This is an optimization exercise on Yosys and OpenROAD, whose aim is small area, not a production implementation. Only simulation tests tie the RTL to the original design; equivalence was not proved. No driver is modelled on the clock port, so clocking that relies on it looks cheaper here than on a real chip. Power is estimated from default activity; no workload was simulated.

// digi_clock
module digi_clock ( clk, sw, btn, seg, Led, an );
input clk ;
input [7:0] sw ;
input [3:0] btn ;
output [4:1] Led ;
output [7:0] seg ;
output [3:0] an ;
wire rst  = btn[3] ;
wire load = btn[2] ;
wire hp   = btn[1] ;
wire mp   = btn[0] ;
reg [8:0] t ;
wire tick10 = t[8] & t[7] & t[3] & t[2] & t[1] & t[0] ;    
always @(posedge clk)
  if (rst | tick10) t <= 9'd0 ;
  else              t <= t + 9'd1 ;
wire [1:0] cnt = t[3:2] ;
reg [3:0] d ;
wire d_last = d[3] & d[0] ;             
wire tick1  = tick10 & d[3] & d[0] & ~d[1] ;
always @(posedge clk)
  if (rst)          d <= 4'b1011 ;
  else if (tick10)  d <= d_last ? {3'b000, d[1]} : d + 4'd1 ;
wire blink = d[0] ;
wire [4:0] ren = {sw[4:1], sw[7]} ;
wire em = tick10 & mp ;
wire eh = tick10 & ~mp & hp ;
wire [5:0] rm0, rm1, rm2, rm3, rm4 ;
wire [4:0] rh0, rh1, rh2, rh3, rh4 ;
hm_reg r0 (.clk(clk), .rst(rst), .em(em & ren[0]), .eh(eh & ren[0]), .m(rm0), .h(rh0)) ;
hm_reg r1 (.clk(clk), .rst(rst), .em(em & ren[1]), .eh(eh & ren[1]), .m(rm1), .h(rh1)) ;
hm_reg r2 (.clk(clk), .rst(rst), .em(em & ren[2]), .eh(eh & ren[2]), .m(rm2), .h(rh2)) ;
hm_reg r3 (.clk(clk), .rst(rst), .em(em & ren[3]), .eh(eh & ren[3]), .m(rm3), .h(rh3)) ;
hm_reg r4 (.clk(clk), .rst(rst), .em(em & ren[4]), .eh(eh & ren[4]), .m(rm4), .h(rh4)) ;
reg [5:0] cs, cm ;
reg [4:0] ch ;
wire s59 = cs[5] & cs[4] & cs[3] & cs[1] & cs[0] ;
wire m59 = cm[5] & cm[4] & cm[3] & cm[1] & cm[0] ;
wire h23 = ch[4] & ch[2] & ch[1] & ch[0] ;
wire ld  = sw[7] & load ;
wire cz  = rst | (tick1 & s59 & m59 & h23) ;
wire sz  = cz | (tick1 & (ld | s59)) ;
wire mz  = cz | (tick1 & ~ld & s59 & m59) ;
always @(posedge clk) begin
  if (sz)         cs <= 6'd0 ;
  else if (tick1) cs <= cs + 6'd1 ;
  if (mz)         cm <= 6'd0 ;
  else if (tick1 & ld) cm <= rm0 ;
  ...
clock: 10.0 ns
lec_check: 0
abc_area: 1
cap_margin: 20
core_margin: 2
core_utilization: 70
slew_margin: 20
standard.sh (not shown) runs the stock make flow with config.mk's settings and CLKGATE_MAP_FILE= SYNTH_SCRIPT=/design/flow/synth_recipe.tcl, a recipe that flattens the netlist after the stock synthesis.
==> flow/flow/run.sh <==
#!/bin/bash
# Layout flow: the standard ORFS flow (standard.sh), with these changes:
#  - synthesis maps the logic with area-oriented ABC scripts in place of
#    ORFS's delay-oriented one: it synthesizes once with each of
#    flow/abc*.script and keeps the script whose netlist has the smallest
#    cell area (ties: the first). Adders are not mapped to half/full-adder
#    cells (ADDER_MAP_FILE empty). The registers are mapped by dfflibmap
#    before ABC runs, exactly as in the standard synthesis, so they keep
#    their names and cells;
#  - the port buffers are the smallest buffer cell (buf_1);
set -euo pipefail
here=$(pwd)
cts_args=$(cat "$here/flow/cts_args")
stat_file="$here/orfs/reports/sky130hd/digi_clock/base/synth_stat.txt"
best=""; best_area=""
for s in "$here"/flow/abc*.script; do
  n=$(basename "$s" .script)
  rm -rf "$here/scripts_abc" "$here/orfs"
  cp -r "$FLOW_HOME/scripts" "$here/scripts_abc"
  cp "$s" "$here/scripts_abc/abc_area.script"
  bash standard.sh SCRIPTS_DIR="$here/scripts_abc" ABC_AREA=1 ADDER_MAP_FILE= \
    synth > "$here/flow_make_synth_$n.log" 2>&1 || continue
  a=$(awk '/Chip area for module/{print $NF}' "$stat_file" | tail -1)
  echo "$n $a" >> "$here/synth_areas.txt"
  if [[ -z "$best" ]] || awk -v a="$a" -v b="$best_area" 'BEGIN{exit !(a < b)}'; then
    best="$s"; best_area="$a"
  fi
done
echo "chosen: $(basename "$best") $best_area" >> "$here/synth_areas.txt"
rm -rf "$here/scripts_abc" "$here/orfs"
cp -r "$FLOW_HOME/scripts" "$here/scripts_abc"
cp "$best" "$here/scripts_abc/abc_area.script"
bash standard.sh SCRIPTS_DIR="$here/scripts_abc" ABC_AREA=1 ADDER_MAP_FILE= \
  BUFFER_PORTS_ARGS="-buffer_cell sky130_fd_sc_hd__buf_1" \
  CTS_ARGS="$cts_args" POST_CTS_TCL="$here/flow/post_cts.tcl" finish > "$here/flow_make.log" 2>&1
Other scripts of this flow, unchanged in this note and not shown: flow/flow/abc1.script, flow/flow/abc2.script, flow/flow/abc3.script, flow/flow/abc4.script, flow/flow/abc5.script, flow/flow/abc6.script, flow/flow/cts_args, flow/flow/post_cts.tcl
Edit:
CAP_MARGIN = 0   (was 20)
SLEW_MARGIN = 0   (was 20)
Outcome: Wire length barely changes. Clock power stays flat. Core utilization does not change. Total power hardly moves. Cell count stays the same. First-iteration DRC count stays the same. Sequential share of layout area does not change. Die area stays the same. Area after synthesis does not change. Via count is about the same. Design area is unchanged.


digi_clock again, from the RTL that the note above started with.
==> flow/config.mk <==
export PLATFORM = sky130hd
export DESIGN_NAME = digi_clock
export DESIGN_NICKNAME = digi_clock
export VERILOG_FILES = /design/flow/design.v
export SDC_FILE = /design/flow/constraint.sdc
export NUM_CORES = 4
export LEC_CHECK = 0
export ABC_AREA = 1
export CAP_MARGIN = 20
export CORE_MARGIN = 2
export CORE_UTILIZATION = 70
export SLEW_MARGIN = 20
==> flow/constraint.sdc <==
create_clock -name core_clock -period 10.0 [get_ports {clk}]
set_input_delay 2.0000 -clock core_clock [delete_from_list [all_inputs] [get_ports {clk}]]
set_output_delay 2.0000 -clock core_clock [all_outputs]
set_load 0.01 [all_outputs]
==> flow/flow/run.sh <==
#!/bin/bash
# Layout flow: the standard ORFS flow (standard.sh), with these changes:
#  - synthesis maps the logic with an area-oriented ABC script
#    (flow/abc_area.script) in place of ORFS's delay-oriented one, and does
#    not map adders to half/full-adder cells (ADDER_MAP_FILE empty). The
#    registers are mapped by dfflibmap before ABC runs, exactly as in the
#    standard synthesis, so they keep their names and cells;
#  - the port buffers are the smallest buffer cell (buf_1);
#  - clock tree synthesis uses the arguments in flow/cts_args (no dummy
#    loads; buffers as listed there).
# Everything else (floorplan, power grid, tap cells, placement, routing) is
# ORFS's unchanged. make's full output goes to flow_make.log in this folder;
# ORFS writes each tool's own log under orfs/logs/.
set -euo pipefail
here=$(pwd)
rm -rf "$here/scripts_abc"
cp -r "$FLOW_HOME/scripts" "$here/scripts_abc"
cp "$here/flow/abc_area.script" "$here/scripts_abc/abc_area.script"
cts_args=$(cat "$here/flow/cts_args")
bash standard.sh SCRIPTS_DIR="$here/scripts_abc" ABC_AREA=1 ADDER_MAP_FILE= \
  BUFFER_PORTS_ARGS="-buffer_cell sky130_fd_sc_hd__buf_1" \
  CTS_ARGS="$cts_args" finish > "$here/flow_make.log" 2>&1
==> flow/flow/abc_area.script <==
strash
&get -n
&st
&dch -f
&nf -a -R 1000 -F 4 -A 4 -C 32
&put
strash
&get -n
&st
&dch -f
&nf -a -R 1000 -F 4 -A 4 -C 32
&put
topo
==> flow/flow/cts_args <==
-sink_clustering_enable -repair_clock_nets -buf_list sky130_fd_sc_hd__clkbuf_8 -root_buf sky130_fd_sc_hd__clkbuf_16 -dont_use_dummy_load -sink_clustering_size 24 -sink_clustering_max_diameter 150
The starting point completed with no timing, DRC or antenna violations.
Rerun with:
==> flow/flow/run.sh (replaced) <==
#!/bin/bash
# Layout flow: the standard ORFS flow (standard.sh), with these changes:
#  - synthesis maps the logic with an area-oriented ABC script
#    (flow/abc_area.script) in place of ORFS's delay-oriented one, and does
#    not map adders to half/full-adder cells (ADDER_MAP_FILE empty). The
#    registers are mapped by dfflibmap before ABC runs, exactly as in the
#    standard synthesis, so they keep their names and cells;
#  - the port buffers are the smallest buffer cell (buf_1).
# Everything else (floorplan, power grid, tap cells, placement, CTS,
# routing) is ORFS's unchanged. make's full output goes to flow_make.log in
# this folder; ORFS writes each tool's own log under orfs/logs/.
set -euo pipefail
here=$(pwd)
rm -rf "$here/scripts_abc"
cp -r "$FLOW_HOME/scripts" "$here/scripts_abc"
cp "$here/flow/abc_area.script" "$here/scripts_abc/abc_area.script"
bash standard.sh SCRIPTS_DIR="$here/scripts_abc" ABC_AREA=1 ADDER_MAP_FILE= \
  BUFFER_PORTS_ARGS="-buffer_cell sky130_fd_sc_hd__buf_1" finish > "$here/flow_make.log" 2>&1
- CORE_UTILIZATION: 70 -> 80
- CTS_BUF_LIST: not set -> sky130_fd_sc_hd__clkbuf_8
- CTS_CLUSTER_SIZE: not set -> 20
removed: flow/flow/cts_args
Now the flow failed in global placement (3_3_place_gp), error GPL-0301.
Synthesized area does not change.
Synthesized cell count stays the same.
Rerun with:
==> flow/flow/run.sh (replaced) <==
#!/bin/bash
# Layout flow: the standard ORFS flow (standard.sh), with these changes:
#  - synthesis maps the logic with an area-oriented ABC script
#    (flow/abc_area.script) in place of ORFS's delay-oriented one, and does
#    not map adders to half/full-adder cells (ADDER_MAP_FILE empty). The
#    registers are mapped by dfflibmap before ABC runs, exactly as in the
#    standard synthesis, so they keep their names and cells;
#  - the port buffers are the smallest buffer cell (buf_1);
#  - clock tree synthesis uses the arguments in flow/cts_args (no dummy
#    loads; buffers as listed there).
# Everything else (floorplan, power grid, tap cells, placement, routing) is
# ORFS's unchanged. make's full output goes to flow_make.log in this folder;
# ORFS writes each tool's own log under orfs/logs/.
set -euo pipefail
here=$(pwd)
rm -rf "$here/scripts_abc"
cp -r "$FLOW_HOME/scripts" "$here/scripts_abc"
cp "$here/flow/abc_area.script" "$here/scripts_abc/abc_area.script"
cts_args=$(cat "$here/flow/cts_args")
bash standard.sh SCRIPTS_DIR="$here/scripts_abc" ABC_AREA=1 ADDER_MAP_FILE= \
  BUFFER_PORTS_ARGS="-buffer_cell sky130_fd_sc_hd__buf_1" \
  CTS_ARGS="$cts_args" finish > "$here/flow_make.log" 2>&1
==> flow/flow/cts_args (new file) <==
-sink_clustering_enable -repair_clock_nets -buf_list sky130_fd_sc_hd__clkbuf_8 -dont_use_dummy_load -sink_clustering_size 25 -sink_clustering_max_diameter 80
- CORE_UTILIZATION: 80 -> 70
- CTS_BUF_LIST: sky130_fd_sc_hd__clkbuf_8 -> not set
- CTS_CLUSTER_SIZE: 20 -> not set
- GPL_TIMING_DRIVEN: not set -> 0
=> With this change the flow completed without violations; synthesized area is unchanged; synthesized cell count does not change.
Rerun with:
==> flow/flow/cts_args (replaced) <==
-sink_clustering_enable -repair_clock_nets -buf_list sky130_fd_sc_hd__clkbuf_8 -dont_use_dummy_load
- GPL_TIMING_DRIVEN: 0 -> not set
Effect: Maximum frequency rises by a few percent; power falls slightly; final area barely changes; via count falls by a few percent; clock-buffer cell count is unchanged; critical path depth rises by 2; clock skew rises by 4.3 ps; synthesized area is unchanged; final cell count barely changes; die area is unchanged.
Rerun with:
==> flow/flow/run.sh (replaced) <==
#!/bin/bash
# Layout flow: the standard ORFS flow (standard.sh), with these changes:
#  - synthesis maps the logic with an area-oriented ABC script
#    (flow/abc_area.script) in place of ORFS's delay-oriented one, and does
#    not map adders to half/full-adder cells (ADDER_MAP_FILE empty). The
#    registers are mapped by dfflibmap before ABC runs, exactly as in the
#    standard synthesis, so they keep their names and cells;
#  - the port buffers are the smallest buffer cell (buf_1).
# Everything else (floorplan, power grid, tap cells, placement, CTS,
# routing) is ORFS's unchanged. make's full output goes to flow_make.log in
# this folder; ORFS writes each tool's own log under orfs/logs/.
set -euo pipefail
here=$(pwd)
rm -rf "$here/scripts_abc"
cp -r "$FLOW_HOME/scripts" "$here/scripts_abc"
cp "$here/flow/abc_area.script" "$here/scripts_abc/abc_area.script"
bash standard.sh SCRIPTS_DIR="$here/scripts_abc" ABC_AREA=1 ADDER_MAP_FILE= \
  BUFFER_PORTS_ARGS="-buffer_cell sky130_fd_sc_hd__buf_1" finish > "$here/flow_make.log" 2>&1
- CTS_BUF_LIST: not set -> sky130_fd_sc_hd__clkbuf_16
- CTS_CLUSTER_DIAMETER: not set -> 100
- CTS_CLUSTER_SIZE: not set -> 30
removed: flow/flow/cts_args
Result:
- core utilization goes up by 3.0 points
- critical path depth stays the same
- non-clock buffer count does not change
- design area goes up by 3.8%
- worst hold slack hardly moves
Rerun with:
==> flow/flow/run.sh (replaced) <==
#!/bin/bash
# Layout flow: the standard ORFS flow (standard.sh), with these changes:
#  - synthesis maps the logic with an area-oriented ABC script
#    (flow/abc_area.script) in place of ORFS's delay-oriented one, and does
#    not map adders to half/full-adder cells (ADDER_MAP_FILE empty). The
#    registers are mapped by dfflibmap before ABC runs, exactly as in the
#    standard synthesis, so they keep their names and cells;
#  - the port buffers are the smallest buffer cell (buf_1);
#  - clock tree synthesis uses the arguments in flow/cts_args (no dummy
#    loads; buffers as listed there).
# Everything else (floorplan, power grid, tap cells, placement, routing) is
# ORFS's unchanged. make's full output goes to flow_make.log in this folder;
# ORFS writes each tool's own log under orfs/logs/.
set -euo pipefail
here=$(pwd)
rm -rf "$here/scripts_abc"
cp -r "$FLOW_HOME/scripts" "$here/scripts_abc"
cp "$here/flow/abc_area.script" "$here/scripts_abc/abc_area.script"
cts_args=$(cat "$here/flow/cts_args")
bash standard.sh SCRIPTS_DIR="$here/scripts_abc" ABC_AREA=1 ADDER_MAP_FILE= \
  BUFFER_PORTS_ARGS="-buffer_cell sky130_fd_sc_hd__buf_1" \
  CTS_ARGS="$cts_args" finish > "$here/flow_make.log" 2>&1
==> flow/flow/cts_args (new file) <==
-sink_clustering_enable -repair_clock_nets -buf_list sky130_fd_sc_hd__clkbuf_4 -root_buf sky130_fd_sc_hd__clkbuf_8 -dont_use_dummy_load -sink_buffer_max_cap_derate 0.5
- CTS_BUF_LIST: sky130_fd_sc_hd__clkbuf_16 -> not set
- CTS_CLUSTER_DIAMETER: 100 -> not set
- CTS_CLUSTER_SIZE: 30 -> not set
What happened: Via count decreases by a few percent. Clock power decreases by well over a third. Maximum frequency increases slightly. Area after synthesis does not change. Setup slack is better by 86 ps. Global-route usage decreases by 1.0 points. Register-to-register slack is better by 40 ps. Die area stays the same. Routed wire length decreases by a few percent. Core utilization decreases by 3.0 points.


## run 1
Starting RTL as in the previous note.
// digi_clock
module digi_clock ( clk, sw, btn, seg, Led, an );
input clk ;
input [7:0] sw ;
input [3:0] btn ;
output [4:1] Led ;
output [7:0] seg ;
output [3:0] an ;
wire rst  = btn[3] ;
wire load = btn[2] ;
wire hp   = btn[1] ;
wire mp   = btn[0] ;
reg [8:0] t ;
wire tick10 = t[8] & t[7] & t[3] & t[2] & t[1] & t[0] ;    
always @(posedge clk)
  if (rst | tick10) t <= 9'd0 ;
  else              t <= t + 9'd1 ;
wire [1:0] cnt = t[3:2] ;
reg [3:0] d ;
wire d_last = d[3] & d[0] ;             
wire tick1  = tick10 & d[3] & d[0] & ~d[1] ;
always @(posedge clk)
  if (rst)          d <= 4'b1011 ;
  else if (tick10)  d <= d_last ? {3'b000, d[1]} : d + 4'd1 ;
wire blink = d[0] ;
wire [4:0] ren = {sw[4:1], sw[7]} ;
wire em = tick10 & mp ;
wire eh = tick10 & ~mp & hp ;
wire [5:0] rm0, rm1, rm2, rm3, rm4 ;
wire [4:0] rh0, rh1, rh2, rh3, rh4 ;
hm_reg r0 (.clk(clk), .rst(rst), .em(em & ren[0]), .eh(eh & ren[0]), .m(rm0), .h(rh0)) ;
hm_reg r1 (.clk(clk), .rst(rst), .em(em & ren[1]), .eh(eh & ren[1]), .m(rm1), .h(rh1)) ;
hm_reg r2 (.clk(clk), .rst(rst), .em(em & ren[2]), .eh(eh & ren[2]), .m(rm2), .h(rh2)) ;
hm_reg r3 (.clk(clk), .rst(rst), .em(em & ren[3]), .eh(eh & ren[3]), .m(rm3), .h(rh3)) ;
  ...
clock: 10.0 ns
lec_check: 0
abc_area: 1
cap_margin: 0
core_margin: 2
core_utilization: 70
gpl_timing_driven: 0
slew_margin: 0
==> flow/flow/run.sh <==
#!/bin/bash
# Layout flow: the standard ORFS flow (standard.sh), with these changes:
#  - synthesis maps the logic with area-oriented ABC scripts in place of
#    ORFS's delay-oriented one: it synthesizes once with each of
#    flow/abc*.script and keeps the script whose netlist has the smallest
#    cell area (ties: the first). Adders are not mapped to half/full-adder
#    cells (ADDER_MAP_FILE empty). The registers are mapped by dfflibmap
#    before ABC runs, exactly as in the standard synthesis, so they keep
#    their names and cells;
#  - the port buffers are the smallest buffer cell (buf_1);
set -euo pipefail
here=$(pwd)
cts_args=$(cat "$here/flow/cts_args")
stat_file="$here/orfs/reports/sky130hd/digi_clock/base/synth_stat.txt"
best=""; best_area=""
for s in "$here"/flow/abc*.script; do
  n=$(basename "$s" .script)
  rm -rf "$here/scripts_abc" "$here/orfs"
  cp -r "$FLOW_HOME/scripts" "$here/scripts_abc"
  cp "$s" "$here/scripts_abc/abc_area.script"
  bash standard.sh SCRIPTS_DIR="$here/scripts_abc" ABC_AREA=1 ADDER_MAP_FILE= \
    synth > "$here/flow_make_synth_$n.log" 2>&1 || continue
  a=$(awk '/Chip area for module/{print $NF}' "$stat_file" | tail -1)
  echo "$n $a" >> "$here/synth_areas.txt"
  if [[ -z "$best" ]] || awk -v a="$a" -v b="$best_area" 'BEGIN{exit !(a < b)}'; then
    best="$s"; best_area="$a"
  fi
done
echo "chosen: $(basename "$best") $best_area" >> "$here/synth_areas.txt"
rm -rf "$here/scripts_abc" "$here/orfs"
cp -r "$FLOW_HOME/scripts" "$here/scripts_abc"
cp "$best" "$here/scripts_abc/abc_area.script"
bash standard.sh SCRIPTS_DIR="$here/scripts_abc" ABC_AREA=1 ADDER_MAP_FILE= \
  BUFFER_PORTS_ARGS="-buffer_cell sky130_fd_sc_hd__buf_1" \
  CTS_ARGS="$cts_args" POST_CTS_TCL="$here/flow/post_cts.tcl" finish > "$here/flow_make.log" 2>&1
==> flow/flow/post_cts.tcl <==
proc clk_slew_max {} {
  set mx 0
  foreach p [get_pins -hierarchical */CLK] {
    set s [get_property $p slew_max]
    if {$s > $mx} { set mx $s }
  }
  return $mx
}
set limit 0.112
set sizes {sky130_fd_sc_hd__clkbuf_1 sky130_fd_sc_hd__clkbuf_2 sky130_fd_sc_hd__clkbuf_4}
estimate_parasitics -placement
puts "post_cts: clock slew before [clk_slew_max]"
foreach i [get_cells *] {
  set m [get_property $i ref_name]
  if {$m ne "sky130_fd_sc_hd__clkbuf_8" && $m ne "sky130_fd_sc_hd__clkbuf_16"} { continue }
  set n [get_full_name $i]
  if {![string match clkbuf_* $n]} { continue }
  foreach c $sizes {
    replace_cell $i $c
    estimate_parasitics -placement
    if {[clk_slew_max] <= $limit} {
      puts "post_cts: $n $m -> $c"
      set m ""
      break
    }
  }
  if {$m ne ""} { replace_cell $i $m ; estimate_parasitics -placement }
}
puts "post_cts: clock slew after [clk_slew_max]"
Other scripts of this flow, unchanged in this note and not shown: flow/flow/abc1.script, flow/flow/abc2.script, flow/flow/abc3.script, flow/flow/abc4.script, flow/flow/abc5.script, flow/flow/abc6.script, flow/flow/cts_args
The following lists how run 2 was set up differently from run 1:
--- a/flow/config.mk
+++ b/flow/config.mk
@@ -9 +9 @@
-export CAP_MARGIN = 0
+export CAP_MARGIN = 20
@@ -11,3 +11,3 @@
-export CORE_UTILIZATION = 70
-export GPL_TIMING_DRIVEN = 0
-export SLEW_MARGIN = 0
+export CORE_UTILIZATION = 78
+export PLACE_DENSITY = 0.88
+export SLEW_MARGIN = 20
Findings:
The flow did not stop early for run 2: all stages ran, and the layout cleared the timing, DRC and antenna checks.
Max number of global-route vias before repair across run 1 and run 2: run 2
Core utilization: run 2 > run 1
In the flow results for run 1 and run 2, the hold slack is larger on run 2.
Run 1 → run 2: routed wire length moved up, core area has decreased.
On final instance area: between run 1 and run 2, it ends up higher for run 1.
Compared with run 1, run 2 shows register-to-register slack higher by 20 ps.
Leakage dissipation essentially unchanged between run 1 and run 2.
| worst setup slack | run 2 vs run 1 | worse |
Input changes introduced in run 3 (baseline for comparison: run 2):
--- a/flow/flow/run.sh
+++ b/flow/flow/run.sh
@@ -10,0 +11,5 @@
+#  - clock tree synthesis uses the arguments in flow/cts_args (no dummy
+#    loads; buffers as listed there).
+# Everything else (floorplan, power grid, tap cells, placement, routing) is
+# ORFS's unchanged. make's full output goes to flow_make*.log in this
+# folder; ORFS writes each tool's own log under orfs/logs/.
@@ -35 +40 @@
-  CTS_ARGS="$cts_args" POST_CTS_TCL="$here/flow/post_cts.tcl" finish > "$here/flow_make.log" 2>&1
+  CTS_ARGS="$cts_args" finish > "$here/flow_make.log" 2>&1
--- a/flow/config.mk
+++ b/flow/config.mk
@@ -11,2 +11 @@
-export CORE_UTILIZATION = 78
-export PLACE_DENSITY = 0.88
+export CORE_UTILIZATION = 70
removed: flow/flow/post_cts.tcl
## What came out
- Run 3 closes out successfully: all stages finished, all timing, DRC and antenna checks passed.
- The final reports for run 3 and run 2 show starting density of the core lower in the former.
- Comparing run 3 and run 2, power share of the combinational group is higher on run 2.
- Of run 3 and run 2, the run reporting the higher critical path depth was run 2.
--- input diff run 3..run 4 ---
--- a/flow/flow/run.sh
+++ b/flow/flow/run.sh
@@ -11,5 +10,0 @@
-#  - clock tree synthesis uses the arguments in flow/cts_args (no dummy
-#    loads; buffers as listed there).
-# Everything else (floorplan, power grid, tap cells, placement, routing) is
-# ORFS's unchanged. make's full output goes to flow_make*.log in this
-# folder; ORFS writes each tool's own log under orfs/logs/.
@@ -40 +35 @@
-  CTS_ARGS="$cts_args" finish > "$here/flow_make.log" 2>&1
+  CTS_ARGS="$cts_args" POST_CTS_TCL="$here/flow/post_cts.tcl" finish > "$here/flow_make.log" 2>&1
==> flow/flow/abc7.script (new file) <==
strash
&get -n
&st
&dch -f
&nf -a -R 1000 -F 6 -A 6 -C 24
&put
strash
&get -n
&st
&dch -f
&nf -a -R 1000 -F 6 -A 6 -C 24
&put
strash
&get -n
&st
&dch -f
&nf -a -R 1000 -F 6 -A 6 -C 24
&put
topo
==> flow/flow/abc8.script (new file) <==
strash
&get -n
&st
&dch -f
&nf -a -R 1000 -F 6 -A 6 -C 24 -E 0.5
&put
strash
&get -n
&st
&dch -f
&nf -a -R 1000 -F 6 -A 6 -C 24 -E 0.5
&put
topo
==> flow/flow/abc9.script (new file) <==
strash
&get -n
&st
&b
&dch -f
&nf -a -R 1000 -F 6 -A 6 -C 24
&put
strash
&get -n
&st
&dch -f
&nf -a -R 1000 -F 6 -A 6 -C 24
&put
topo
==> flow/flow/post_cts.tcl (new file) <==
proc clk_slew_max {} {
  set mx 0
  foreach p [get_pins -hierarchical */CLK] {
    set s [get_property $p slew_max]
    if {$s > $mx} { set mx $s }
  }
  return $mx
}
set limit 0.112
set sizes {sky130_fd_sc_hd__clkbuf_1 sky130_fd_sc_hd__clkbuf_2 sky130_fd_sc_hd__clkbuf_4}
estimate_parasitics -placement
puts "post_cts: clock slew before [clk_slew_max]"
foreach i [get_cells *] {
  set m [get_property $i ref_name]
  if {$m ne "sky130_fd_sc_hd__clkbuf_8" && $m ne "sky130_fd_sc_hd__clkbuf_16"} { continue }
  set n [get_full_name $i]
  if {![string match clkbuf_* $n]} { continue }
  foreach c $sizes {
    replace_cell $i $c
    estimate_parasitics -placement
    if {[clk_slew_max] <= $limit} {
      puts "post_cts: $n $m -> $c"
      set m ""
      break
    }
  }
  if {$m ne ""} { replace_cell $i $m ; estimate_parasitics -placement }
}
puts "post_cts: clock slew after [clk_slew_max]"
==> results.txt <==
- Changes observed in run 4 relative to run 3: switching fraction of total power shows an increase of 0.62 points; total vias in the final route now smaller; filler-free cell count of the finished design fell 1.3%.

## separate check: timing with driven ports
The results above use ideal ports. As a check the final layouts listed here were re-extracted and re-timed, cells and wires unchanged.
Step 1 assumes that a clkbuf_16 drives the clock port and a buf_2 every other input.
Step 2, shift: input delay + t, output delay - t, t = (earliest + latest rising clock arrival at the registers) / 2. This alone moves slack from input paths to output paths.
Three values: ideal ports, drivers, drivers and shift; two values: the first two.
| run | t, ns | slack for setup (ns) | worst hold slack (ns) | worst setup path at the end | worst data-port slew with drivers (ns) |
|---|---|---|---|---|---|
| the first run of note 1 | 0.832 | 0.566 / 0.545 / 0.545 | 0.466 / 0.466 / 0.466 | input to output | 0.04 |
| the second run of note 1 | 0.837 | 0.556 / 0.536 / 0.536 | 0.465 / 0.465 / 0.465 | input to output | 0.04 |
| the first run of note 2 | 0.373 | 1.056 / 1.034 / 1.034 | 0.474 / 0.474 / 0.474 | input to output | 0.03 |
| the third run of note 2 | 0.381 | 0.537 / 0.517 / 0.517 | 0.470 / 0.470 / 0.470 | input to output | 0.04 |
| the fourth run of note 2 | 0.384 | 1.115 / 1.091 / 1.091 | 0.472 / 0.472 / 0.472 | input to output | 0.03 |
| the fifth run of note 2 | 0.372 | 1.029 / 1.006 / 1.006 | 0.470 / 0.470 / 0.470 | input to output | 0.03 |
| the sixth run of note 2 | 0.384 | 1.115 / 1.091 / 1.091 | 0.472 / 0.472 / 0.472 | input to output | 0.03 |
| run 1 | 0.789 | 0.632 / 0.609 / 0.609 | 0.470 / 0.470 / 0.470 | input to output | 0.03 |
| run 2 | 0.819 | 0.621 / 0.601 / 0.601 | 0.482 / 0.482 / 0.482 | input to output | 0.03 |
| run 3 | 0.384 | 0.522 / 0.502 / 0.502 | 0.469 / 0.469 / 0.469 | input to output | 0.03 |
| run 4 | 0.795 | 1.354 / 1.333 / 1.333 | 0.474 / 0.474 / 0.474 | input to output | 0.03 |
After both steps every run listed still meets setup and hold.
